This is an optimization exercise on Yosys and OpenROAD, whose aim is small area, a short achievable clock period and few clock cycles, not a production implementation. The RTL was checked by simulation tests, not by an equivalence proof against the original design. Power figures rest on the tool's default switching activity, not on a simulated workload.

Setup of oak:
==> module vt_decode, before the edit <==
module vt_decode (
	input  logic [9:0] data_in,
	output logic [4:0] recovered,
	output logic       good_syndrome
);
	wire [9:0] c = data_in;
	wire a0s, a0c, b0s, b0c;
	assign {a0c, a0s} = c[0] + c[2] + c[4];
	assign {b0c, b0s} = a0s + c[6] + c[8];
	wire a1s, a1c, b1s, b1c, d1s, d1c;
	assign {a1c, a1s} = c[1] + c[2] + c[5];
	assign {b1c, b1s} = c[6] + c[9] + a0c;
	assign {d1c, d1s} = a1s + b1s + b0c;
	wire a2s, a2c, b2s, b2c, d2s, d2c;
	assign {a2c, a2s} = c[3] + c[4] + c[5];
	assign {b2c, b2s} = c[6] + a1c + b1c;
	assign {d2c, d2s} = a2s + b2s + d1c;
	wire [2:0] hi;
	assign hi = 3'(a2c) + 3'(b2c) + 3'(d2c) + 3'(c[7]) + 3'(c[8]) + 3'(c[9]);
	wire [5:0] s = {hi, d2s, d1s, b0s};
	assign recovered = {data_in[8], data_in[6], data_in[5], data_in[4], data_in[2]};
	assign good_syndrome = (s == 6'd5) || (s == 6'd26) || (s == 6'd47);
endmodule
==> module dna_vt_consensus, before the edit <==
module dna_vt_consensus (
	input  logic        clk,
	input  logic        rst_n,
	input  logic        in_valid,
	output logic        in_ready,
	input  logic [31:0] in_strand,
	input  logic [5:0]  in_len,
	input  logic        in_last,
	output logic        out_valid,
	output logic [9:0]  out_codeword,
	output logic [4:0]  out_data,
	output logic        out_syndrome_ok
);
	assign in_ready = 1'b1;
	logic        s_valid, s_last;
	logic [10:0] s_r;
	logic [5:0]  s_len;
	always_ff @(posedge clk or negedge rst_n)
		if (!rst_n) s_valid <= 1'b0;
		else        s_valid <= in_valid;
	always_ff @(posedge clk) begin
		s_last <= in_last;
		s_r    <= in_strand[10:0];
		s_len  <= in_len;
	end
	logic [9:0] c;
	hard_decoder hard (.r(s_r), .N(s_len), .c(c));
	logic       first;    
	logic [4:0] t [10];
	logic [9:0] cw_next;
	always_ff @(posedge clk or negedge rst_n)
		if (!rst_n) begin
			first     <= 1'b1;
			out_valid <= 1'b0;
		end else begin
			if (s_valid) first <= s_last;
			out_valid <= s_valid & s_last;
		end
	genvar gi;
	generate
		for (gi = 0; gi < 10; gi++) begin : cnt
			logic [4:0] b, g, tn;
			logic [5:0] p;
			logic en;
			assign b    = t[gi] | {5{first}};
			assign g    = b ^ {5{c[gi]}};
			assign en   = s_valid & (s_len > 6'(gi));
			assign p[0] = en & ~(c[gi] & (b == 5'b10000));
			for (genvar j = 0; j < 5; j++) begin : ch
				assign p[j+1] = p[j] & g[j];
				assign tn[j]  = b[j] ^ p[j];
			end
			always_ff @(posedge clk) t[gi] <= tn;
			assign out_codeword[gi] = t[gi][4];
			assign cw_next[gi] = tn[4];
		end
	endgenerate
	logic syn_ok;
	vt_decode u_vt_decode (
		.data_in      (cw_next),
		.recovered    (),
		.good_syndrome(syn_ok)
	);
	always_ff @(posedge clk) out_syndrome_ok <= syn_ok;
	assign out_data = {out_codeword[8], out_codeword[6], out_codeword[5], out_codeword[4], out_codeword[2]};
endmodule
export LEC_CHECK = 0
export ABC_AREA = 1
export CAP_MARGIN = 20
export CORE_MARGIN = 2
export CORE_UTILIZATION = 50
export CTS_BUF_LIST = sky130_fd_sc_hd__clkbuf_4 sky130_fd_sc_hd__clkbuf_8 sky130_fd_sc_hd__clkbuf_16
export CTS_CLUSTER_DIAMETER = 30
export CTS_CLUSTER_SIZE = 6
export PLACE_DENSITY = 0.6
export SETUP_SLACK_MARGIN = 3
export SLEW_MARGIN = 20
create_clock -name core_clock -period 62.0 [get_ports {clk}]
run.sh (not shown) runs the stock make flow with config.mk's settings and CLKGATE_MAP_FILE= SYNTH_SCRIPT=/design/flow/synth_recipe.tcl, a recipe that flattens the netlist after the stock synthesis.
Testbench counts of oak, summed over its fixed seeds: cycles 13,845.
Input-level comparison between pine and oak:
==> flow/design.v, changed modules only <==
module vt_decode (
	input  logic [9:0] data_in,
	output logic [4:0] recovered,
	output logic       good_syndrome
);
	logic [5:0] sum;
	always_comb begin
		sum = '0;
		for (int i = 0; i < 10; i++)
			if (data_in[i]) sum = sum + 6'(i + 1);
	end
	assign recovered = {data_in[8], data_in[6], data_in[5], data_in[4], data_in[2]};
	assign good_syndrome = (sum == 6'd5) || (sum == 6'd26) || (sum == 6'd47);
endmodule
module dna_vt_consensus (
	input  logic        clk,
	input  logic        rst_n,
	input  logic        in_valid,
	output logic        in_ready,
	input  logic [31:0] in_strand,
	input  logic [5:0]  in_len,
	input  logic        in_last,
	output logic        out_valid,
	output logic [9:0]  out_codeword,
	output logic [4:0]  out_data,
	output logic        out_syndrome_ok
);
	assign in_ready = 1'b1;
	logic        s_valid, s_last;
	logic [10:0] s_r;
	logic [5:0]  s_len;
	always_ff @(posedge clk or negedge rst_n)
		if (!rst_n) s_valid <= 1'b0;
		else        s_valid <= in_valid;
	always_ff @(posedge clk) begin
		s_last <= in_last;
		s_r    <= in_strand[10:0];
		s_len  <= in_len;
	end
	logic [9:0] c;
	hard_decoder hard (.r(s_r), .N(s_len), .c(c));
	logic       first;    
	logic [5:0] t [10];
	always_ff @(posedge clk or negedge rst_n)
		if (!rst_n) begin
			first     <= 1'b1;
			out_valid <= 1'b0;
		end else begin
			if (s_valid) first <= s_last;
			out_valid <= s_valid & s_last;
		end
	genvar gi;
	generate
		for (gi = 0; gi < 10; gi++) begin : cnt
			logic [5:0] b, g, tn;
			logic [6:0] p;
			assign b    = t[gi] | {6{first}};
			assign g    = b ^ {6{c[gi]}};
			assign p[0] = s_valid & (s_len > 6'(gi));
			for (genvar j = 0; j < 6; j++) begin : ch
				assign p[j+1] = p[j] & g[j];
				assign tn[j]  = b[j] ^ p[j];
			end
			always_ff @(posedge clk) t[gi] <= tn;
			assign out_codeword[gi] = t[gi][5];
		end
	endgenerate
	vt_decode u_vt_decode (
		.data_in      (out_codeword),
		.recovered    (out_data),
		.good_syndrome(out_syndrome_ok)
	);
endmodule
[summary]
- Register-to-register slack on pine is ahead of oak.
- Of oak and pine, the run reporting the lower clock network fraction of design power was pine.
- pine vs oak — layout-stage area growth over the synthesis result dropped 0.40 points.
- Diff oak -> pine: aggregate routed wire length decreased about 6%, summed instance area of the synthesized netlist went up by about 10%, first-iteration DRC count dropped 133, fmax fell by about 20%.
- Diff oak -> pine | number of distinct library cells after synthesis | increase of 9
- Internal cell power (higher): pine
Testbench counts of pine, summed over its fixed seeds: cycles 13,845.

[what the ideal ports hide]
The results above use ideal ports. As a check the final layouts listed here were re-extracted and re-timed, cells and wires unchanged.
Step 1 (the two cells are an assumption about what drives the block):
set clk [get_ports {clk}]
set_driving_cell -lib_cell sky130_fd_sc_hd__clkbuf_16 $clk
set_driving_cell -lib_cell sky130_fd_sc_hd__buf_2 [delete_from_list [all_inputs] $clk]
Step 2 moves the port delays by t, midway between the first and last clock arrival at a register: inputs arrive t later, outputs are due t later. That takes back most of the time a late clock gives input paths.
Three values: ideal ports, drivers, drivers and shift; two values: the first two.
run | shift t [ns] | setup WS [ns] | worst setup path after step 2 | clock arrival spread, ns | worst slew at a driven data input, ns
oak | 0.389 | 48.335 / 48.292 / 48.681 | register to output | 0.010 / 0.010 | 0.03
pine | 0.385 | 44.975 / 44.934 / 45.319 | register to output | 0.018 / 0.018 | 0.03
After both steps every run listed still meets setup and hold.
